What follows belongs to an exercise in optimizing a design on an open flow for small area; a production flow would make more cautious choices. Function was checked by simulation only, so behaviour that the tests miss may differ from the original. Power and IR drop assume default switching activity.

===== constraint.sdc =====
create_clock -name core_clock -period 25.0 [get_ports {clk}]
set_input_delay 5.0000 -clock core_clock [delete_from_list [all_inputs] [get_ports {clk}]]
set_output_delay 5.0000 -clock core_clock [all_outputs]
set_load 0.01 [all_outputs]

===== config.mk =====
export PLATFORM = sky130hd
export DESIGN_NAME = Tempreture
export DESIGN_NICKNAME = Tempreture
export VERILOG_FILES = /design/flow/design.v
export SDC_FILE = /design/flow/constraint.sdc
export NUM_CORES = 4
export LEC_CHECK = 0
export ABC_AREA = 0
export CAP_MARGIN = 20
export CORE_MARGIN = 2
export CORE_UTILIZATION = 75
export PLACE_DENSITY = 0.85
export SLEW_MARGIN = 20

===== flow/run.sh =====
#!/bin/bash
# The standard layout (bash standard.sh: ORFS from the standard synthesis to
# finish) with two changes made through ORFS's own variables:
# - port buffers are the smallest buffer (buf_1) instead of the one ORFS picks;
# - clock tree synthesis inserts no dummy loads.
set -euo pipefail
export BUFFER_PORTS_ARGS="-buffer_cell sky130_fd_sc_hd__buf_1"
export CTS_ARGS="-sink_clustering_enable -repair_clock_nets -dont_use_dummy_load -sink_clustering_size 8 -sink_clustering_max_diameter 50 -buf_list sky130_fd_sc_hd__clkbuf_4"
bash standard.sh > standard_flow.log 2>&1

===== standard.sh =====
#!/bin/bash
# synth_recipe.tcl (not shown) runs the flow's synth.tcl, then flattens the netlist and writes it again
# the make line also repeats each setting of config.mk as NAME=value (left out here)
make -C /OpenROAD-flow-scripts/flow DESIGN_CONFIG=/design/flow/config.mk WORK_HOME=/design/flow/orfs CLKGATE_MAP_FILE= SYNTH_SCRIPT=/design/flow/synth_recipe.tcl "${@:-finish}"

===== design.v =====
module clk_1us(clk,rst,cnt,half,tick);
input clk,rst;
output reg [3:0]cnt;
output reg half;
output tick;
wire wrap = cnt[3] && cnt[1] && cnt[0];		 
assign tick = wrap && !half;
always @(posedge clk or negedge rst)
	if (!rst)
		begin
		cnt<=4'd0;
		half<=1'b0;
		end
	else
		begin
		half<=half^wrap;
		cnt<=wrap ? 4'd0 : {cnt[3]^(cnt[2]&cnt[1]&cnt[0]), cnt[2]^(cnt[1]&cnt[0]), cnt[1]^cnt[0], ~cnt[0]};
		end
endmodule
module clk_1ms(clk,rst,p23,p0,tick,post);
input clk,rst;
input p23;
input p0;
output tick;
output post;
reg [9:0]cnt;
reg [9:0]dec;
reg b;
integer k;
always @*
	begin
	b = p23;
	for (k=0;k<10;k=k+1)
		begin
		dec[k] = cnt[k]^b;
		b = b & ~cnt[k];
		end
	end
wire zero = (cnt==10'd0);
assign tick = p23 && zero;
assign post = p0 && ((cnt & 10'd999)==10'd999);
always @(posedge clk or negedge rst)
	if (!rst)
		cnt<=10'd499;
	else
		cnt<=tick ? 10'd999 : dec;
endmodule
module ds18b20_test(clk,rst,ce,ds_in,ds_out,ds_oe,data,Flag_CmdSET);
input clk;
input rst;
input ce;
input ds_in;
output reg ds_out;
output reg ds_oe;
output	reg [11:0]data;
output   reg Flag_CmdSET;
parameter state_0  = 0;
parameter state_1  = 1;
parameter state_2  = 2;
parameter state_3  = 3;
parameter state_4  = 4;
parameter state_5  = 5;
parameter state_6  = 6;
parameter state_7  = 7;
parameter state_8  = 8;
parameter state_9  = 9;
parameter state_10  = 10;
parameter state_11  = 11;
reg [11:0] cnt;
reg [12:0] sr;
reg b1, b2, cy;
wire s5_sum = ds_in ^ b2 ^ cy;
wire s5_cy = (ds_in & b2) | (cy & (ds_in ^ b2));
reg cnt_clr, cnt_inc;
reg i_clr, i_inc;
reg data_inc, data_load;
reg sample;
function has;		 
input [11:0] c;
input [11:0] k;
has = ((c & k) == k);
endfunction
reg [3:0] A;
reg [2:0] B;
reg fp;
reg [3:0] i;
wire Flag_Rst = (A==4'd10);
wire Flag_Write = (A==4'd5);
wire Flag_wBit = (B==3'd7);
wire Flag_Read = (A==4'd3);
wire Flag_rBit = (B==3'd6);
reg [3:0] A_nx;
reg [2:0] B_nx;
task Rst_DS18B20;
	begin
	 case(A)
	 4'd1 :
			 begin
			  ds_out <= 0; ds_oe <= 1'b1;
			  if(has(cnt,12'd601))
				  begin
					cnt_clr = 1;
					A_nx = 4'd2;
					ds_out <= 1; ds_oe <= 1'b1;
				  end
			  else
					cnt_inc = 1;
			 end
	 4'd2 :
			  if(has(cnt,12'd61))
				  begin
					cnt_clr = 1;
					A_nx = 4'd3;
				  end
			  else
					cnt_inc = 1;
	 4'd3 :
			 begin
			  ds_oe <= 1'b0;
			  A_nx = 4'd4;
			 end
	 4'd4 :
			  if(has(cnt,12'd7))
				  begin
					cnt_clr = 1;
					A_nx = 4'd5;
				  end
			  else
					cnt_inc = 1;
	 4'd5 :
			 begin
			  cnt_clr = 1;
			  A_nx = ds_in ? 4'd9 : 4'd6;
			 end
	 4'd6 :
			if(has(cnt,12'd240))
				  begin
					cnt_clr = 1;
					A_nx = 4'd7;
				  end
			  else
					cnt_inc = 1;
	 4'd7 :
			  A_nx = ds_in ? 4'd8 : 4'd0;
	 4'd8 :
			 begin
			  cnt_clr = 1;
			  ds_out <= 1'b1; ds_oe <= 1'b1;
			  A_nx = 4'd10;
			 end
	 4'd9 :
			if(has(cnt,12'd301))
				begin
				 cnt_clr = 1;
				 A_nx = 4'd0;
				end
			else
				 cnt_inc = 1;
	 default :	 
			 begin
			  ds_out <= 1; ds_oe <= 1'b1;
			  cnt_clr = 1;
			  A_nx = 4'd1;
			 end
	 endcase
	end
endtask
task Write_DS18B20;
	input [7:0] dcmd;
	begin
		 case(A)
			 4'd1 :
					if(!i[3])
						begin
							wBit_DS18B20(dcmd[i[2:0]]);
							if(Flag_wBit)
								i_inc = 1;
						end
					else
						begin
						A_nx = 4'd2;
						i_clr = 1;
						end
			 4'd2 :
				begin
				ds_out <= 1'b1; ds_oe <= 1'b1;
				A_nx = 4'd3;
				end
			 4'd3 :
				A_nx = 4'd4;
			 4'd4:
				A_nx = 4'd5;
			 default :	 
				 begin
					A_nx = 4'd1;
					ds_out <= 1'b1; ds_oe <= 1'b1;
					i_clr = 1;
				 end
		 endcase
	end
endtask
task wBit_DS18B20;
input wiBit;
	begin
		 case(B)
		 3'd1 :
			  if(has(cnt,12'd16))
				begin
				  cnt_clr = 1;
				  B_nx = 3'd2;
				end
			  else
					cnt_inc = 1;
		 3'd2 :
			 begin
				ds_out <= wiBit; ds_oe <= 1'b1;
				B_nx = 3'd3;
			 end
		 3'd3 :
				  if(has(cnt,12'd60))
					  begin
						cnt_clr = 1;
						B_nx = 3'd4;
					  end
				  else
						cnt_inc = 1;
		 3'd4 :
			 begin
			 ds_out <= 1; ds_oe <= 1'b1;
			 B_nx = 3'd5;
			 end
		 3'd5 :
			  if(has(cnt,12'd3))
				  begin
					cnt_clr = 1;
					B_nx = 3'd6;
				  end
			  else
					cnt_inc = 1;
		 3'd6 :
			 begin
			  cnt_clr = 1;
			  B_nx = 3'd7;
			 end
		 default :	 
			 begin
			  ds_out <= 1'b0; ds_oe <= 1'b1;
			  cnt_clr = 1;
			  B_nx = 3'd1;
			 end
		endcase
	end
endtask
task Read_DS18B20;
	begin
		 case(A)
			 4'd1 :
				 begin
					  rBit_DS18B20;
					  if(Flag_rBit)
						  begin
								if(i[2:0] != 3'd7)
									i_inc = 1;
								else
									begin
									 A_nx = 4'd2;
									 i_clr = 1;
									end
						  end
				 end
			 4'd2 :
				  A_nx = 4'd3;
			 default :	 
				 begin
				  A_nx = 4'd1;
				  i_clr = 1;
				 end
		 endcase
	end
endtask
task rBit_DS18B20;
	begin
		 case(B)
				 3'd1 :
						if(has(cnt,12'd2))
							begin
							ds_out <= 1'b1; ds_oe <= 1'b1;
							cnt_clr = 1;
							B_nx = 3'd2;
							end
						else
							cnt_inc = 1;
				3'd2 :
					 if(has(cnt,12'd4))
							begin
							ds_oe <= 1'b0;
							cnt_clr = 1;
							B_nx = 3'd3;
							end
						else
							cnt_inc = 1;
				3'd3 :
						  if(has(cnt,12'd2))
							  begin
								sample = 1;
								data_inc = ds_in;
								cnt_clr = 1;
								B_nx = 3'd4;
							  end
						  else
								cnt_inc = 1;
				3'd4 :
					  if(has(cnt,12'd60))
						  begin
							cnt_clr = 1;
							B_nx = 3'd5;
						  end
					  else
							cnt_inc = 1;
				3'd5 :
					 begin
					  ds_out <= 1'b1; ds_oe <= 1'b1;
					  cnt_clr = 1;
					  B_nx = 3'd6;
					 end
				default :	 
					 begin
					  ds_out <= 1'b0; ds_oe <= 1'b1;
					  cnt_clr = 1;
					  B_nx = 3'd1;
					 end
		 endcase
	end
endtask
reg [3:0] CmdSETstate;
task CmdSETDS18B20;
	begin
		 case(CmdSETstate)
		 state_0 :
			 begin
			  Flag_CmdSET <= 0;
			  Rst_DS18B20;
			  if(Flag_Rst)
				begin
				CmdSETstate <= state_1;
				if(fp)
					A_nx = 4'd0;		 
				end
			 end
		 state_1 :
			 begin
			  Write_DS18B20(8'hCC);
			  if(Flag_Write) CmdSETstate <= state_2;
			 end
		 state_2 :
			 begin
			  Write_DS18B20(8'h44);
			  if(Flag_Write) CmdSETstate <= state_3;
			 end
		 state_3 :
			 begin
			  if(has(cnt,12'd3513))
				  begin
					cnt_clr = 1;
					CmdSETstate <= state_5;
				  end
			  else
					cnt_inc = 1;
			 end
		 state_5 :
			 begin
				Rst_DS18B20;
				if(Flag_Rst)
					CmdSETstate <= state_6;
			 end
		 state_6 :
			 begin
			  Write_DS18B20(8'hcc);
			  if(Flag_Write) CmdSETstate <= state_7;
			 end
		 state_7 :
			 begin
				Write_DS18B20(8'hbe);
			  if(Flag_Write)
				begin
				CmdSETstate <= state_8;
				if(fp)
					begin		 
					A_nx = 4'd0;
					B_nx = 3'd0;
					fp <= 1'b0;
					end
				end
			 end
		 state_8 :
			 begin
			  Read_DS18B20;
			  if(Flag_Read) CmdSETstate <= state_9;
			 end
		 state_9 :
			 begin
			  Read_DS18B20;
			  if(Flag_Read) CmdSETstate <= state_10;
			 end
		 state_10 :
			 begin
			  data_load = 1;
			  CmdSETstate <= state_11;
			 end
		 default :	 
			 begin
			  Flag_CmdSET <= 1;
			  CmdSETstate <= state_0;
			 end
		 endcase
	end
endtask
reg [11:0] cnt_nx;
reg [11:0] data_nx;
reg c;
integer k;
always@(posedge clk or negedge rst)
begin
	if(!rst)
	begin
		data <= 12'd0;
		A <= 4'd0;
		B <= 3'd0;
		fp <= 1'b1;
		cnt <= 12'd0;
		i <= 4'd0;
		CmdSETstate <= 4'd0;
		Flag_CmdSET <= 1'b0;
		ds_out <= 1'b1;
		ds_oe <= 1'b0;
		b1 <= 1'b0;
		b2 <= 1'b0;
		cy <= 1'b0;
	end
	else
	begin
		cnt_clr = 0; cnt_inc = 0;
		i_clr = 0; i_inc = 0;
		data_inc = 0; data_load = 0;
		sample = 0;
		A_nx = A;
		B_nx = B;
		if(ce)
			CmdSETDS18B20;
		A <= A_nx;
		B <= B_nx;
		c = cnt_inc;
		for (k=0;k<12;k=k+1)
			begin
			cnt_nx[k] = cnt[k]^c;
			c = c & cnt[k];
			end
		cnt <= cnt_clr ? 12'd0 : cnt_nx;
		if(i_clr)
			i <= 4'd0;
		else if(i_inc)
			i <= {i[3]^(i[2]&i[1]&i[0]), i[2]^(i[1]&i[0]), i[1]^i[0], ~i[0]};
		c = data_inc;
		for (k=0;k<12;k=k+1)
			begin
			data_nx[k] = data[k]^c;
			c = c & data[k];
			end
		data <= data_load ? sr[11:0] : data_nx;
		if(sample)
			begin
			b1 <= ds_in;
			b2 <= b1;
			cy <= s5_cy;
			end
		else if(data_load)
			begin
			b1 <= 1'b0;
			b2 <= 1'b0;
			cy <= 1'b0;
			end
	end
end
always@(posedge clk)
	if(ce && CmdSETstate[3] && !CmdSETstate[1] && A==4'd1 && B==3'd3 && has(cnt,12'd2))
		sr <= {s5_sum, sr[12:1]};
endmodule
module key_rc(clk,rst,ce,post,key1,key2,key3,rise1,rise2,rise3);
input		clk;
input		rst;
input		ce;
input		post;
input		key1;
input		key2;
input		key3;
output	rise1;
output	rise2;
output	rise3;
reg	[5:0]pos;
reg	[1:0]key_value;
wire none = key1&key2&key3;
wire at0  = (pos==6'd0);
wire at23 = (pos==6'd23);
wire at24 = (pos==6'd24);
wire at25 = (pos==6'd25);
wire at27 = (pos==6'd27);
wire at33 = pos[5] & pos[0];		 
wire first6 = post && at27;
assign rise1 = first6 && (key_value==2'd1);
assign rise2 = first6 && (key_value==2'd2);
assign rise3 = first6 && (key_value==2'd3);
wire clr = ce && ((at23 && none) || at33);
wire adv = ce && !(at0 && none) && !(at25 && !none) && !(at23 && none) && !at33;
reg [5:0] pos_inc;
reg c;
integer k;
always @*
	begin
	c = adv;
	for (k=0;k<6;k=k+1)
		begin
		pos_inc[k] = pos[k]^c;
		c = c & pos[k];
		end
	end
always @(posedge clk or negedge rst)
	if(!rst)
	begin
		pos<=6'd0;
		key_value<=2'd0;
	end
	else
	begin
		pos <= clr ? 6'd0 : pos_inc;
		if(ce && at24)
			begin
			if		 ((!key1)&key2&key3)
				key_value<=2'd1;
			else if(key1&(!key2)&key3)
				key_value<=2'd2;
			else if(key1&key2&(!key3))
				key_value<=2'd3;
			else
				key_value<=2'd0;
			end
	end
endmodule
module	data_change(clk,rst,rise1,rise2,rise3,dw_h,dw_t,dw_u,show_flag,flash_flag);
input	clk;
input	rst;
input	rise1;
input	rise2;
input	rise3;
output	reg [3:0]dw_h;
output	reg [3:0]dw_t;
output	reg [3:0]dw_u;
output	reg show_flag;
output	reg	[1:0]flash_flag;
function [3:0] dnext;
input [3:0] d;
dnext = (d[3] & d[0]) ? 4'd0 : {d[3]^(d[2]&d[1]&d[0]), d[2]^(d[1]&d[0]), d[1]^d[0], ~d[0]};
endfunction
always @(posedge clk or negedge rst)
	if(!rst)
	show_flag<=1'b0;
	else if(rise3)
	show_flag<=~show_flag;
always @(posedge clk or negedge rst)
	if(!rst)
		begin
		dw_h<=4'd2;
		dw_t<=4'd0;
		dw_u<=4'd0;
		end
	else if(rise2 && show_flag)
		case(flash_flag)
		2'd0: dw_u <= dnext(dw_u);
		2'd1: dw_t <= dnext(dw_t);
		2'd2: dw_h <= dnext(dw_h);
		default: ;
		endcase
always @(posedge clk or negedge rst)
	if(!rst)
	flash_flag<=2'b0;
	else if(rise1 && show_flag)
	flash_flag <= {flash_flag[0], ~flash_flag[1] & ~flash_flag[0]};
endmodule
module led_show(clk,rst,ce,ph_cnt,div_q,div_nx,flash_flag,show_flag,cs,dw_h,dw_t,dw_u,data_show,data,sta_p1,sta_p2,pid_sel,pid_show);
input		clk;
input		rst;
input		ce;
input		[3:0]ph_cnt;
input		[10:0]div_q;		 
output	[10:0]div_nx;		 
input		show_flag;
input		[1:0]flash_flag;
input		[11:0]data_show;
input		[3:0]dw_h;
input		[3:0]dw_t;
input		[3:0]dw_u;
input    [6:0]pid_sel;
input    [1:0]pid_show;
output	reg[3:0]cs;
output	[7:0]data;
output   [7:0]sta_p1;
output   [7:0]sta_p2;
function [6:0] seg7;
	input [3:0] v;
	case(v)
		4'd0:seg7=7'h40;
		4'd1:seg7=7'h79;
		4'd2:seg7=7'h24;
		4'd3:seg7=7'h30;
		4'd4:seg7=7'h19;
		4'd5:seg7=7'h12;
		4'd6:seg7=7'h02;
		4'd7:seg7=7'h78;
		4'd9:seg7=7'h10;
		4'd10:seg7=7'h7F;
		4'd11:seg7=7'h0C;
		4'd12:seg7=7'h4F;
		4'd13:seg7=7'h21;
		default:seg7=7'h00;
	endcase
endfunction
function [7:0] seg8;
	input [3:0] v;
	case(v)
		4'd0:seg8=8'hC0;
		4'd1:seg8=8'hF9;
		4'd2:seg8=8'hA4;
		4'd3:seg8=8'hB0;
		4'd4:seg8=8'h99;
		4'd5:seg8=8'h92;
		4'd6:seg8=8'h82;
		4'd7:seg8=8'hF8;
		4'd8:seg8=8'h80;
		4'd9:seg8=8'h90;
		4'd15:seg8=8'hFF;
		default:seg8=8'h00;
	endcase
endfunction
reg			[3:0]led_code;
reg			led_b7;
reg			[3:0]p1_code;
reg			[3:0]p2_code;
reg			[1:0]cs_count;
reg			[8:0]flash_count;
reg			flash_single_flag;
reg         [9:0]pid_count;
reg         [3:0]sta_p1_in;
reg         [3:0]sta_p2_in;
assign data = {led_b7, seg7(led_code)};
assign sta_p1 = seg8(p1_code);
assign sta_p2 = seg8(p2_code);
wire pid_lock = (pid_count!=10'd0);
wire pid_mode = (pid_show!=2'b00) || pid_lock;
wire [11:0] x = pid_mode ? {5'b00000,pid_sel} : data_show;
reg xb;		 
always @*
	case(ph_cnt)
	4'd0: xb = x[11];
	4'd1: xb = x[10];
	4'd2: xb = x[9];
	4'd3: xb = x[8];
	4'd4: xb = x[7];
	4'd5: xb = x[6];
	4'd6: xb = x[5];
	4'd7: xb = x[4];
	4'd8: xb = x[3];
	4'd9: xb = x[2];
	4'd10: xb = x[1];
	default: xb = x[0];
	endcase
wire first = (ph_cnt==4'd0);
wire [3:0] r1 = div_q[3:0];
wire [3:0] r2 = div_q[7:4];
wire [2:0] q2 = div_q[10:8];
wire [3:0] r1_in = first ? 4'd0 : r1;
wire [3:0] r2_in = first ? 4'd0 : r2;
wire [2:0] q2_in = first ? 3'd0 : q2;
function [4:0] dstep;		 
input [3:0] r;
input b;
begin
	case(r)
	4'd5: dstep = {1'b1, 3'd0, b};
	4'd6: dstep = {1'b1, 3'd1, b};
	4'd7: dstep = {1'b1, 3'd2, b};
	4'd8: dstep = {1'b1, 3'd3, b};
	4'd9: dstep = {1'b1, 3'd4, b};
	default: dstep = {1'b0, r[2:0], b};
	endcase
end
endfunction
wire [4:0] st1 = dstep(r1_in, xb);
wire qb1 = st1[4];
wire [3:0] r1_nx = st1[3:0];
wire [4:0] st2 = dstep(r2_in, qb1);
wire qb2 = st2[4];
wire [3:0] r2_nx = st2[3:0];
wire [3:0] q2_nx = {q2_in,qb2};
assign div_nx = {q2_nx[2:0], r2_nx, r1_nx};
wire [3:0] t_u = r1_nx;
wire [3:0] t_h = q2_nx;
wire [3:0] pid_tens = q2_nx[0] ? {1'b1, r2_nx[1], ~r2_nx[1], r2_nx[0]} : r2_nx;
wire [3:0] hund = show_flag ? dw_h : t_h;
wire hund_blank = (hund==4'd0 || hund==4'd10);
wire hund_digit = !hund[3] || (!hund[2] && !hund[1]);
wire flash_en = ce && !pid_mode && show_flag;
wire flash_wrap = ((flash_count & 9'd500)==9'd500);
wire pid_en = ce && pid_mode;
wire pid_wrap = ((pid_count & 10'd1000)==10'd1000);
reg [8:0] fc_inc;
reg [9:0] pc_inc;
reg c;
integer k;
always @*
	begin
	c = flash_en;
	for (k=0;k<9;k=k+1)
		begin
		fc_inc[k] = flash_count[k]^c;
		c = c & flash_count[k];
		end
	c = pid_en;
	for (k=0;k<10;k=k+1)
		begin
		pc_inc[k] = pid_count[k]^c;
		c = c & pid_count[k];
		end
	end
always@(posedge clk or negedge rst)
	if(!rst)
		begin
		flash_count<=9'd0;
		pid_count<=10'd0;
		end
	else
		begin
		flash_count <= (flash_en && flash_wrap) ? 9'd0 : fc_inc;
		pid_count <= (pid_en && pid_wrap) ? 10'd0 : pc_inc;
		end
always@(posedge clk or negedge rst)
	if(!rst)
	begin
		cs<=4'd0;
		led_code<=4'd8;
		led_b7<=1'b0;
		p1_code<=4'd10;
		p2_code<=4'd10;
		cs_count<=2'd0;
		flash_single_flag<=1'b0;
		sta_p1_in<=4'd0;
		sta_p2_in<=4'd0;
	end
	else if(ce)
	begin
	if(!pid_mode)
		begin
			cs_count <= {cs_count[0], ~cs_count[1] & ~cs_count[0]};
			if(show_flag)
				begin
				if(flash_wrap)
					flash_single_flag<=~flash_single_flag;
				end
			case(cs_count)
			2'd0:
				begin
				cs <= (show_flag && flash_flag==2'd2 && !flash_single_flag) ? 4'b1111 : 4'b0111;
				led_code <= hund_blank ? 4'd10 : hund_digit ? hund : 4'd8;
				led_b7 <= hund_blank || hund_digit;
				end
			2'd1:
				begin
				cs <= (show_flag && flash_flag==2'd1 && !flash_single_flag) ? 4'b1111 : 4'b1011;
				if(show_flag)
					begin
					led_code <= dw_t;
					led_b7 <= 1'b0;
					end
				else
					led_b7 <= ~led_b7;
				end
			default:
				begin
				cs <= (show_flag && flash_flag==2'd0 && !flash_single_flag) ? 4'b1111 : 4'b1101;
				led_code <= show_flag ? dw_u : t_u;
				led_b7 <= 1'b1;
				end
			endcase
			p1_code<=4'd15;
			p2_code<=4'd15;
		end
	else
		begin
		case(pid_show)
		2'd1: begin cs<=4'b0111; led_code<=4'd11; led_b7<=1'b1; end
		2'd2: begin cs<=4'b0111; led_code<=4'd12; led_b7<=1'b1; end
		2'd3: begin cs<=4'b0111; led_code<=4'd13; led_b7<=1'b1; end
		default: ;
		endcase
		if(pid_show!=2'd0)
			begin
			sta_p1_in<=pid_tens;
			sta_p2_in<=t_u;
			end
		p1_code<=sta_p1_in;
		p2_code<=sta_p2_in;
		end
	end
endmodule
module work_unity(clk,rst,ce,ph_cnt,ph_half,div_nx,div_q,data_changing,dw_h,dw_t,dw_u,ds_data,d_para,heater_open,fan_open,work_c,hl4);
input clk;
input rst;
input ce;
input [3:0]ph_cnt;
input ph_half;
input [10:0]div_nx;		 
output [10:0]div_q;		 
input data_changing;
input [3:0]dw_h;
input [3:0]dw_t;
input [3:0]dw_u;
input	[11:0]ds_data;
input [6:0]d_para;
output reg heater_open;
output reg fan_open;
output reg work_c;
output reg [7:0]hl4;
function [13:0] add14;
input [13:0] a;
input [13:0] b;
input ci;
reg c;
integer k;
begin
	c = ci;
	for (k=0;k<14;k=k+1)
		begin
		add14[k] = a[k]^b[k]^c;
		c = (a[k]&b[k]) | (c&(a[k]^b[k]));
		end
end
endfunction
reg [1:0]contCMD;
reg [12:0]nerr;		 
reg [9:0] h100;
always @*
	case(dw_h)
	4'd1: h100 = 10'd100;
	4'd2: h100 = 10'd200;
	4'd3: h100 = 10'd300;
	4'd4: h100 = 10'd400;
	4'd5: h100 = 10'd500;
	4'd6: h100 = 10'd600;
	4'd7: h100 = 10'd700;
	4'd8: h100 = 10'd800;
	4'd9: h100 = 10'd900;
	default: h100 = 10'd0;
	endcase
wire [13:0] tu = add14({7'd0,dw_t,3'b000}, {9'd0,dw_t,1'b0}, 1'b0);		 
wire [13:0] tu2 = add14(tu, {10'd0,dw_u}, 1'b0);					 
wire [13:0] dw = add14({4'd0,h100}, tu2, 1'b0);
wire [13:0] nd14 = add14({2'b00,ds_data}, ~dw, 1'b1);			 
wire [12:0] nd = nd14[12:0];		 
wire eq = (nd == 13'd0);
wire nd_pos = !nd[12] && !eq;
wire hot = !nd[12] && (|nd[11:1]);
wire ge11 = (|nd[11:4]) || (nd[3] && (nd[2] || (nd[1] && nd[0])));
wire ge_m10 = (&nd[11:4]) && (nd[3:0] >= 4'd6);	 
wire far = nd[12] ? !ge_m10 : ge11;
wire [13:0] d3 = add14({6'd0,d_para,1'b0}, {7'd0,d_para}, 1'b0);	 
wire [13:0] m14 = add14({d3[10:0],3'b000}, {7'd0,d_para}, 1'b0);	 
wire [11:0] m = m14[11:0];
reg mb;		 
always @*
	case(ph_cnt)
	4'd0: mb = m[11];
	4'd1: mb = m[10];
	4'd2: mb = m[9];
	4'd3: mb = m[8];
	4'd4: mb = m[7];
	4'd5: mb = m[6];
	4'd6: mb = m[5];
	4'd7: mb = m[4];
	4'd8: mb = m[3];
	4'd9: mb = m[2];
	4'd10: mb = m[1];
	default: mb = m[0];
	endcase
wire start = (ph_cnt==4'd0) && !ph_half;
reg [13:0] acc;
wire [13:0] addend = mb ? {nerr[12],nerr} : 14'd0;
wire [13:0] acc_nx = add14(start ? 14'd0 : {acc[12:0],1'b0}, addend, 1'b0);
always @(posedge clk)
	acc <= {acc_nx[13:11], ph_half ? div_nx : acc_nx[10:0]};
assign div_q = acc[10:0];
wire gt250 = (|acc[12:8]) || ((&acc[7:3]) && (acc[2] || (acc[1] && acc[0])));
wire [7:0] hl_d = acc[13] ? 8'd0 : gt250 ? 8'd250 : acc[7:0];
always @(posedge clk or negedge rst)
begin
	if(!rst)
	begin
		heater_open<=0;
		fan_open<=0;
		contCMD<=0;
		work_c<=0;
		nerr<=0;
	end
	else if(ce)
	begin
	if(!data_changing)
		case(contCMD)
		2'd0:
			begin
			work_c<=0;
			fan_open<=0;
			if(far) contCMD<=2'd1;
			end
		2'd1:
			begin
			work_c<=1;
			if(eq) contCMD<=2'd2;
			nerr<=nd;
			fan_open<=hot;
			heater_open<=!hot;
			end
		2'd2:
			if(!eq) contCMD<=2'd1;
		default: ;
		endcase
	else
		begin
		heater_open<=0;
		contCMD<=0;
		work_c<=0;
		nerr<=0;
		end
	end
end
always @(posedge clk)
	if(ce && !data_changing && contCMD==2'd1)
		hl4 <= nd_pos ? 8'd0 : !eq ? 8'd250 : hl_d;
endmodule
module heatercontrol(clk,rst,ce,heater_open,hl4,heater_con);
input clk;
input rst;
input ce;
input heater_open;
input [7:0]hl4;
output reg heater_con;
reg [9:0]point_now;
reg lt;
reg [9:0] pn_inc;
reg c;
integer k;
always @*
	begin
	lt = 1'b0;		 
	for (k=0;k<8;k=k+1)
		lt = (~point_now[k+2] & hl4[k]) | (~(point_now[k+2]^hl4[k]) & lt);
	end
wire lt1010 = ((point_now & 10'd1010) != 10'd1010);
wire run = ce && heater_open;
wire step = lt || lt1010;
always @*
	begin
	c = run && step;
	for (k=0;k<10;k=k+1)
		begin
		pn_inc[k] = point_now[k]^c;
		c = c & point_now[k];
		end
	end
always @(posedge clk or negedge rst)
begin
   if(!rst)
      begin
         heater_con<=1'b0;
         point_now<=10'd0;
      end
   else
      begin
      point_now <= (run && !step) ? 10'd0 : pn_inc;
      if(ce)
         heater_con <= heater_open && (lt || !lt1010);
      end
end
endmodule
module pid_parameter(clk,rst,ce,change_p,k_p,k_i,k_d,d_pa,sel,pid_show);
input clk;
input rst;
input ce;
input change_p;
input k_p;
input k_i;
input k_d;
output reg [6:0]d_pa;
output [6:0]sel;
output [1:0]pid_show;
reg [6:0]p_pa;
reg [6:0]i_pa;
reg	[5:0]pos;
reg	[1:0]key_value;
wire none = k_p&k_i&k_d;
wire at0  = (pos==6'd0);
wire at23 = (pos==6'd23);
wire at24 = (pos==6'd24);
wire at25 = (pos==6'd25);
wire at26 = (pos==6'd26);
wire at51 = (pos==6'd51);
wire in6to8 = (pos>=6'd27) && (pos<=6'd50);
assign sel = (key_value==2'd1) ? p_pa : (key_value==2'd2) ? i_pa : d_pa;
assign pid_show = in6to8 ? key_value : 2'd0;
wire en = ce && !change_p;
wire clr = en && ((at23 && none) || at51);
wire adv = en && !(at0 && none) && !(at25 && !none) && !(at23 && none) && !at51;
reg [5:0] pos_inc;
reg [6:0] sel_inc;
reg c;
integer k;
always @*
	begin
	c = adv;
	for (k=0;k<6;k=k+1)
		begin
		pos_inc[k] = pos[k]^c;
		c = c & pos[k];
		end
	c = 1'b1;
	for (k=0;k<7;k=k+1)
		begin
		sel_inc[k] = sel[k]^c;
		c = c & sel[k];
		end
	end
always @(posedge clk or negedge rst)
   if(!rst)
   begin
		p_pa<=7'd70;
		i_pa<=7'd10;
		d_pa<=7'd4;
		pos<=6'd0;
		key_value<=2'd0;
   end
   else
   begin
		pos <= clr ? 6'd0 : pos_inc;
		if(en && at24)
			begin
			if		 ((!k_p)&k_i&k_d)
				key_value<=2'd1;
			else if(k_p&(!k_i)&k_d)
				key_value<=2'd2;
			else if(k_p&k_i&(!k_d))
				key_value<=2'd3;
			else
				key_value<=2'd0;
			end
		if(en && at26)
			case(key_value)
			2'd1: p_pa<=sel_inc;
			2'd2: i_pa<=sel_inc;
			2'd3: d_pa<=sel_inc;
			default: ;
			endcase
	end
endmodule
module Tempreture(clk,rst,ds_in,ds_out,ds_oe,led,cs,key1,key2,key3,key_p,key_i,key_d,static_p1,static_p2,work_status,show_flag_wire,heater_status,fan_status,heater_control,loopfin);
input		key1,key2,key3,key_p,key_i,key_d;
input		rst;
input		clk;
input		ds_in;
output	ds_out;
output	ds_oe;
output	[3:0]cs;
output	[7:0]led;
output   [7:0]static_p1;
output   [7:0]static_p2;
output   work_status;
output   show_flag_wire;
output   heater_status;
output   fan_status;
output  heater_control;
output loopfin;
wire [3:0]us_cnt;
wire us_half;
wire tick_1us;
wire tick_1ms;
wire [11:0]temp_data;
wire [3:0]dw_h, dw_t, dw_u;
wire [1:0]flash_flag_wire;
wire rise1, rise2, rise3;
wire post_1ms;
wire [10:0]div_q, div_nx;
wire [7:0]hl4;
wire [6:0]PID_SEL;
wire [6:0]D_PARA;
wire [1:0]pid_show_wire;
wire loopfin_rise = loopfin && us_half && (us_cnt==4'd0);
clk_1us U1(
			.clk(clk),
			.rst(rst),
			.cnt(us_cnt),
			.half(us_half),
			.tick(tick_1us)
			);
clk_1ms U2(
			.clk(clk),
			.rst(rst),
			.p23(us_half && (us_cnt==4'd11)),
			.p0(!us_half && (us_cnt==4'd0)),
			.tick(tick_1ms),
			.post(post_1ms)
			);
ds18b20_test U3(
				.clk(clk),
				.rst(rst),
				.ce(tick_1us),
				.ds_in(ds_in),
				.ds_out(ds_out),
				.ds_oe(ds_oe),
				.data(temp_data),
				.Flag_CmdSET(loopfin)
				);
key_rc	U4(
			.clk(clk),
			.rst(rst),
			.ce(tick_1ms),
			.post(post_1ms),
			.key1(key1),
			.key2(key2),
			.key3(key3),
			.rise1(rise1),
			.rise2(rise2),
			.rise3(rise3)
			);
data_change	U5(
				.clk(clk),
				.rst(rst),
				.rise1(rise1),
				.rise2(rise2),
				.rise3(rise3),
				.dw_h(dw_h),
				.dw_t(dw_t),
				.dw_u(dw_u),
				.show_flag(show_flag_wire),
				.flash_flag(flash_flag_wire)
				);
led_show	U6(
			.clk(clk),
			.rst(rst),
			.ce(tick_1ms),
			.ph_cnt(us_cnt),
			.div_q(div_q),
			.div_nx(div_nx),
			.flash_flag(flash_flag_wire),
			.show_flag(show_flag_wire),
			.cs(cs),
			.dw_h(dw_h),
			.dw_t(dw_t),
			.dw_u(dw_u),
			.data_show(temp_data),
			.data(led),
			.sta_p1(static_p1),
			.sta_p2(static_p2),
			.pid_sel(PID_SEL),
			.pid_show(pid_show_wire)
			);
work_unity U7(
			.clk(clk),
			.rst(rst),
			.ce(loopfin_rise),
			.ph_cnt(us_cnt),
			.ph_half(us_half),
			.div_nx(div_nx),
			.div_q(div_q),
			.data_changing(show_flag_wire),
			.dw_h(dw_h),
			.dw_t(dw_t),
			.dw_u(dw_u),
			.ds_data(temp_data),
			.d_para(D_PARA),
			.heater_open(heater_status),
			.fan_open(fan_status),
			.work_c(work_status),
			.hl4(hl4)
			);
heatercontrol U8(
			.clk(clk),
			.rst(rst),
			.ce(tick_1us),
			.heater_open(heater_status),
			.hl4(hl4),
			.heater_con(heater_control)
			);
pid_parameter U9(
			.clk(clk),
			.rst(rst),
			.ce(tick_1ms),
			.change_p(show_flag_wire),
			.k_p(key_p),
			.k_i(key_i),
			.k_d(key_d),
			.d_pa(D_PARA),
			.sel(PID_SEL),
			.pid_show(pid_show_wire)
			);
endmodule

==> results of run 1 <==
-- registers in the layout, indices dropped and copies added, names as in the netlist, 6 cells and up --
name,cells
U2.cnt,10
U3.cnt,12
U3.data,12
U3.sr,13
U4.pos,6
U6.flash_count,9
U6.pid_count,10
U7.acc,14
U7.hl4,8
U7.nerr,13
U8.point_now,10
U9.d_pa,7
U9.i_pa,7
U9.p_pa,7
U9.pos,6
-- layer usage --
metal | share of wire [%] | vias up | GRT usage [%]
met5 | 0 | - | 0
met4 | 3.5 | 0 | 14.7
met3 | 5.9 | 76 | 4.70
met2 | 48 | 391 | 52.2
met1 | 42 | 5427 | 42.1
li1 | - | 5314 | -
-- where the power goes --
group | internal [uW] | switching (uW) | leakage (uW)
Clock | 64.7 | 120 | 0.000161
Combinational | 6.29 | 14.3 | 0.00461
Sequential | 367 | 2.70 | 0.00268
Total | 438 | 137 | 0.00745
-- worst min-delay path by stage --
stage	end	from	slack (ns)
final	U3.sr[6]$_DFFE_PP_	U3.sr[7]$_DFFE_PP_	0.42
after global routing	U3.sr[6]$_DFFE_PP_	U3.sr[7]$_DFFE_PP_	0.44
after CTS	U3.sr[6]$_DFFE_PP_	U3.sr[7]$_DFFE_PP_	0.41
after detailed placement	U3.sr[11]$_DFFE_PP_	U3.sr[12]$_DFFE_PP_	0.42
after global placement	U3.sr[11]$_DFFE_PP_	U3.sr[12]$_DFFE_PP_	0.40
after floorplan	U3.sr[11]$_DFFE_PP_	U3.sr[12]$_DFFE_PP_	0.40
-- worst register-to-register path: cells and delay by family, from the launching register on --
kind / cells / cell delay [ns]
xor gates and xnor gates: 2 / 0.30
adders and majority gates: 20 / 6.24
buffers and inverters: 5 / 0.51
and+or+nand+nor: 2 / 0.22
AOI/OAI and AO/OA: 3 / 0.63
DFF: 1 / 0.45
-- cells in the mapped netlist, types with 10 or more instances --
library cell | instances | area share [%]
ha_1 | 137 | 12
mux2_2 | 20 | 1.5
o21ai_0 | 93 | 3.2
a22o_1 | 11 | 0.66
xor2_1 | 11 | 0.66
a21oi_1 | 60 | 2.0
nand4_1 | 15 | 0.64
fa_1 | 41 | 5.6
o31ai_1 | 17 | 0.87
o22ai_1 | 17 | 0.72
buf_2 | 19 | 0.65
nor2_1 | 72 | 1.8
clkbuf_1 | 48 | 1.2
dfrtp_1 | 168 | 29
nor2b_1 | 35 | 1.5
or3_1 | 10 | 0.43
nor3_1 | 21 | 0.72
and3_1 | 12 | 0.51
and2_1 | 38 | 1.6
mux2i_1 | 38 | 2.6
a21boi_0 | 31 | 1.6
inv_1 | 101 | 2.6
edfxtp_1 | 21 | 4.3
dfstp_2 | 21 | 3.8
dfxtp_1 | 14 | 1.9
nand2b_1 | 21 | 0.89
nand3_1 | 28 | 0.95
nand2_1 | 180 | 4.6
xnor2_1 | 16 | 0.95
-- metrics by stage --
stage          power (uW)  setup slack, ns
2_1_floorplan         388            16.82
3_3_place_gp          397            16.83
3_5_place_dp          398            16.63
4_1_cts               579            16.54
5_1_grt               597            16.20
6_report              575            16.50
-- cells by family after synthesis --
group           share of synthesized area, %
compound gates                          15.0
simple gates                            17.5
buf+inv                                 5.03
flops                                   38.6
mux                                     5.04
xor+xnor                                1.61
fa+ha+maj                               17.3
-- cell type report --
class	instances	area, um^2
diodes	1	2.50
multi-input cells	1097	8300
inverters	101	379
repair buffers	54	244
fillers	1308	4150
clock buffers	35	263
well taps	265	332
flip-flops and latches	224	5670
-- cells in the final DEF, fill, tap and decap left out, drive strengths merged, types with 9 or more instances in the layout --
cell type  synthesis  layout
a21o               9       9
ha               137     137
nor2              73      73
xnor2             16      16
nand2b            22      22
inv              101     101
and2              39      39
dfstp             21      21
a21boi            31      31
a21oi             60      60
o31ai             17      17
edfxtp            21      21
and3              12      12
nor2b             35      35
mux2i             38      38
nor3              22      22
nand2            180     180
or3               10      10
dfxtp             14      14
a22o              11      11
xor2              11      11
fa                41      41
buf               27      53
clkbuf            50      36
nand4             15      15
dfrtp            168     168
o22ai             17      17
o21ai             93      93
nand3             30      30
a31oi              9       9
mux2              20      20
o21a               9       9
==> reports/results.ini, run 1 <==
[setup_path]
critPathRequiredTime_ns = 25.50
crit_slowest_cell = dfrtp_1
cp.arrival_ns = 9.00
cp-start-kind = register
cp_max_fo = 13
cp.depth = 32
endpoint = U7.acc[13]$_DFF_P_
cpPeakStageDelay_ns = 0.45
worstSetupEndpointType = register
crit_buf_inv = 5
regToRegStartpoint = U9.d_pa[0]$_DFFE_PN0P_
r2r_end = U7.acc[13]$_DFF_P_
reg2reg_slack_ns = 16.50
worst_path_most_repeated_cell = fa_1
crit_start = U9.d_pa[0]$_DFFE_PN0P_
crit_family = adder cells
path_class = register to register
reg2regPathDepth = 32

[grt]
grt_max_degree = 70
grt_util_all_layers_pct = 31.8
grt_pass1_vias = 10900
antenna_found_initial = 1
overflow = 0
grt_pass1_wl_um = 52500

[hold_path]
hold_class = register to register
min_delay_path_depth = 0

[synthesis]
syn_nets = 1686
syn_area_um2 = 14700
synth_warnings = 9
synth.distinct_cells = 95
avgSynthCellArea_um2 = 9.80
seq_area_frac_synth_pct = 38.6
postSynthCellCount = 1499
ys_ff_latch = 224
synth-async-reset-ratio_pct = 84.4
synth_edf_count = 21
synthFlopType = dfrtp_1

[sta]
period_minus_slack_ns = 8.50
drv_slew = 0
slew_headroom_pct = 33.9
setup_viol_count_final = 0
finalClockSkew_ns = 0.0660
worst_pin_slew_ns = 0.982
hold_slack_ns = 0.418
grt_setup_unrepaired = no
period_share_pct = 34.0
hold_viol_final = 0
final.setup.tns_ns = 0
fmax_mhz = 118

[flow_run]
drv_cap = 0

[route]
dr.pass1.iters = 6
vias = 11200
vias_per_cell = 6.31
drt_iter0_drc = 814
drt-total-wl_um = 31800
ant_nets = 0
wire_per_inst_um = 17.9
drc = 0

[cts]
ctsHoldBuffers = 0
cts_tree = built
htreeDepth = 2
clock_sinks = 224
post_cts_buffers = 0
cts_buffer_depth = 3
cts_buffers = 35
path_clk_slew_ns = 0.09
clk_latency_ns = 0.64
cts.repair.resized = 0
cts_root_buffer = clkbuf_4

[placement]
routabilityCongestion = 0.894
hpwl_um = 23300
postPlaceCellArea_um2 = 14900
place_inst = 1741
port-buffer-count = 44

[final_layout]
utilization_pct = 78.5
final_cells = 1777
drive_above_1_share_pct = 7.54
finalNetCount = 1700
syn_to_final_growth_pct = 3.31
post-route-cell-area_um2 = 15200

[die]
ioPinCount = 45
core_um2 = 19300
die_width_um = 144
fp.dieH_um = 144
start_util_pct = 76.0
rows = 51
die_area_um2 = 20700

[power]
p_leak_uw = 0.00745
peakVddDrop_uv = 42.5
powerDensity_nw_per_um2 = 37.9

[run_status]
status = complete, no violations

==> run 2: changes to the inputs <==
--- a/config.mk
+++ b/config.mk
@@ -8,6 +8,6 @@
 export ABC_AREA = 0
 export CAP_MARGIN = 20
 export CORE_MARGIN = 2
-export CORE_UTILIZATION = 75
-export PLACE_DENSITY = 0.85
+export CORE_UTILIZATION = 60
+export PLACE_DENSITY = 0.7
 export SLEW_MARGIN = 20
==> reports/results.ini, run 2 <==
[synthesis]
syn_area_um2 = 14700  ; unchanged
synth-async-reset-ratio_pct = 84.4  ; unchanged
syn_nets = 1686  ; unchanged
synth_edf_count = 21  ; unchanged
synthSimpleGateAreaFrac_pct = 17.5  ; unchanged
synth_top_area_cell = dfrtp_1
synthAdderAreaFrac_pct = 17.3  ; unchanged
synth.most_common_cell = nand2_1
seq_area_frac_synth_pct = 38.6  ; unchanged
synth_top_family_by_area = simple AND/OR/NAND/NOR gates
synth_common_cells = 180 x nand2_1, 168 x dfrtp_1, 137 x ha_1, 101 x inv_1, 93 x o21ai_0
synth_warnings = 9  ; unchanged
synth-xor-area-share_pct = 1.61  ; unchanged
synth_area_leaders = dfrtp_1 29%, ha_1 12%, fa_1 5.6%
synthMuxAreaShare_pct = 5.04  ; unchanged
synth_compound_area_share_pct = 15.0  ; unchanged
ys_ff_latch = 224  ; unchanged
postSynthCellCount = 1499  ; unchanged
synth_top_area_share_pct = 28.6  ; unchanged
avgSynthCellArea_um2 = 9.80  ; unchanged
synth.distinct_cells = 95  ; unchanged
synthFlopType = dfrtp_1

[route]
vias_per_cell = 5.97  ; -5.3%
drc = 0  ; unchanged
ant_nets = 0  ; unchanged
wire_per_inst_um = 17.4  ; -2.5%
dr.pass1.iters = 5  ; -1
vias = 11000  ; -2.2%
drt_iter0_drc = 798  ; -2.0%
drt-total-wl_um = 32000  ; +0.63%

[cts]
clock_sinks = 224  ; unchanged
cts_root_buffer = clkbuf_4
cts_buffer_depth = 3  ; unchanged
ctsHoldBuffers = 0  ; unchanged
post_cts_buffers = 0  ; unchanged
path_clk_slew_ns = 0.10  ; about the same
clk_latency_ns = 0.67  ; +0.03 ns
htreeDepth = 2  ; unchanged
cts.repair.resized = 0  ; unchanged
cts_buffers = 35  ; unchanged
cts_tree = built

[grt]
antenna_found_initial = 2  ; +1
overflow = 0  ; unchanged
grt_max_degree = 136  ; +94%
grt_util_all_layers_pct = 25.5  ; -6.2 points
grt_pass1_vias = 10900  ; -0.79%
grt_pass1_wl_um = 53900  ; +2.8%

[sta]
finalClockSkew_ns = 0.115  ; +0.0488 ns
setup_viol_count_final = 0  ; unchanged
fmax_mhz = 121  ; +2.6%
period_minus_slack_ns = 8.28  ; -0.217 ns
final.setup.tns_ns = 0  ; unchanged
slew_headroom_pct = 28.4  ; -5.5 points
drv_slew = 0  ; unchanged
hold_viol_final = 0  ; unchanged
setup_ws_ns = 16.72  ; +0.217 ns
period_share_pct = 33.1  ; -0.87 points
hold_slack_ns = 0.437  ; +0.0193 ns
worst_pin_slew_ns = 1.07  ; +0.0923 ns
grt_setup_unrepaired = no

[hold_path]
hold_class = register to register

[die]
start_util_pct = 60.8  ; -15 points
fp.dieH_um = 161  ; +11%
core_um2 = 24200  ; +25%
die_width_um = 161  ; +11%
ioPinCount = 45  ; unchanged
rows = 57  ; +12%
die_area_um2 = 25800  ; +24%

[setup_path]
cpPeakStageDelay_ns = 0.56  ; +0.11 ns
path_class = register to register
cp-start-kind = register
cp.arrival_ns = 8.85  ; -0.15 ns
crit_buf_inv = 5  ; unchanged
critPathRequiredTime_ns = 25.57  ; +0.07 ns
crit_slowest_cell = dfstp_2
worstSetupEndpointType = register
cp_max_fo = 13  ; unchanged
worst_path_most_repeated_cell = fa_1
crit_family = adder cells

[final_layout]
layout_commonest_cell = nand2_1
largest_reg_flops = 14  ; unchanged
regMostFlops = U7.acc
syn_to_final_growth_pct = 3.81
fill_cells = 2067  ; +58%
drive_above_1_share_pct = 7.42  ; -0.12 points
layout_common_cells = 180 x nand2_1, 168 x dfrtp_1, 137 x ha_1
reg_top3 = U7.acc: 14 flops, U3.sr: 13 flops, U7.nerr: 13 flops
finalNetCount = 1698  ; -0.12%

[power]
peakVddDrop_uv = 30.5  ; -28%
p_leak_uw = 0.00745  ; about the same
powerDensity_nw_per_um2 = 37.9  ; about the same

[placement]
routabilityCongestion = 0.881  ; -1.4%
port-buffer-count = 44  ; unchanged
hpwl_um = 23100  ; -0.52%
post-place-ws_ns = 16.67  ; +0.0428 ns

[run_status]
status = complete, no violations

[flow_run]
drv_cap = 0  ; unchanged

## run 2: cell counts after synthesis
No cell type changed its count.
## run 2: worst reg2reg max path: cells and delay by family, from the launching register on
| kind | cells | cell delay [ns] |
|---|---|---|
| DFF | 1 | 0.56 |
| AOI/OAI and AO/OA | 3 | 0.55 |
| buffers and inverters | 5 | 0.51 |
| and+or+nand+nor | 2 | 0.22 |
| adders and majority gates | 19 | 6.07 |
| xor gates and xnor gates | 2 | 0.30 |
## run 2: kinds of logic after synthesis
kind of cell	Yosys count
DFF	224
AOI/OAI and AO/OA	331
xor gates and xnor gates	27
adders and majority gates	179
muxes	64
and+or+nand+nor	496
buffers and inverters	178
## run 2: layer usage
metal  global-route usage (%)  share of wire (%)
met1                     34.3                 45
met2                     42.4                 47
met3                     3.82                4.9
met4                     9.42                3.5
met5                        0              0.031
## run 2: worst paths after layout
kind	endpoint	cells past startpoint	slack (ns)	from
worst max-delay path	U7.acc[13]$_DFF_P_	31	16.72	U9.d_pa[2]$_DFFE_PN1P_
worst min-delay path	U3.sr[11]$_DFFE_PP_	0	0.44	U3.sr[12]$_DFFE_PP_
worst max register to register	U7.acc[13]$_DFF_P_	31	16.72	U9.d_pa[2]$_DFFE_PN1P_
worst min register to register	U3.sr[11]$_DFFE_PP_	0	0.44	U3.sr[12]$_DFFE_PP_
max in group asynchronous	U3.ds_oe$_DFFE_PN0P_	2	19.28	rst
min in group asynchronous	U6.p1_code[0]$_DFFE_PN0P_	1	4.41	rst
## run 2: final cells by class
class                   count  area [um^2]  share of cell area (%)
well taps                 324          405                    2.66
multi-input cells        1097         8300                    54.4
clock buffers              35          263                    1.72
diodes                      2         5.00                  0.0328
flip-flops and latches    224         5670                    37.1
repair buffers             52          241                    1.58
inverters                 101          379                    2.48
## run 2: stage by stage
stage | utilization [%] | power, uW | instances | instance area, um^2
global route | 63.1 | 604 | 1835 | 15300
global placement | 62.0 | 398 | 1798 | 15000
detailed placement | 62.0 | 398 | 1798 | 15000
CTS | 63.1 | 586 | 1833 | 15300
finish | 63.1 | 578 | 1835 | 15300
floorplan | - | 388 | 1499 | 14700
## run 2: power breakdown
part | internal (uW) | switching [uW]
Sequential | 367 | 2.76
Clock | 64.6 | 123
Combinational | 6.40 | 14.2
Total | 438 | 140

==> separate check: timing with driven ports <==
The flow's constraints put no driver on any port. The routed layouts listed below were extracted and timed again, unchanged, in two steps. Step 1: set_driving_cell puts a clkbuf_16 on clk and a buf_2 on each other input, an assumption about the parent block. Step 2 also shifts input and output timing later by t, the mid clock arrival at the registers, as if the neighbouring blocks saw the same clock. Slacks: ideal ports / drivers / drivers and shift; pairs: ideal ports / drivers.
run | t (ns) | setup WS [ns] | hold WS [ns] | worst setup path at the end
run 1 | 0.650 | 16.501 / 16.501 / 16.501 | 0.418 / 0.418 / 0.418 | register to register
run 2 | 0.658 | 16.718 / 16.718 / 16.718 | 0.437 / 0.437 / 0.437 | register to register
After both steps setup and hold are still met in every run listed.
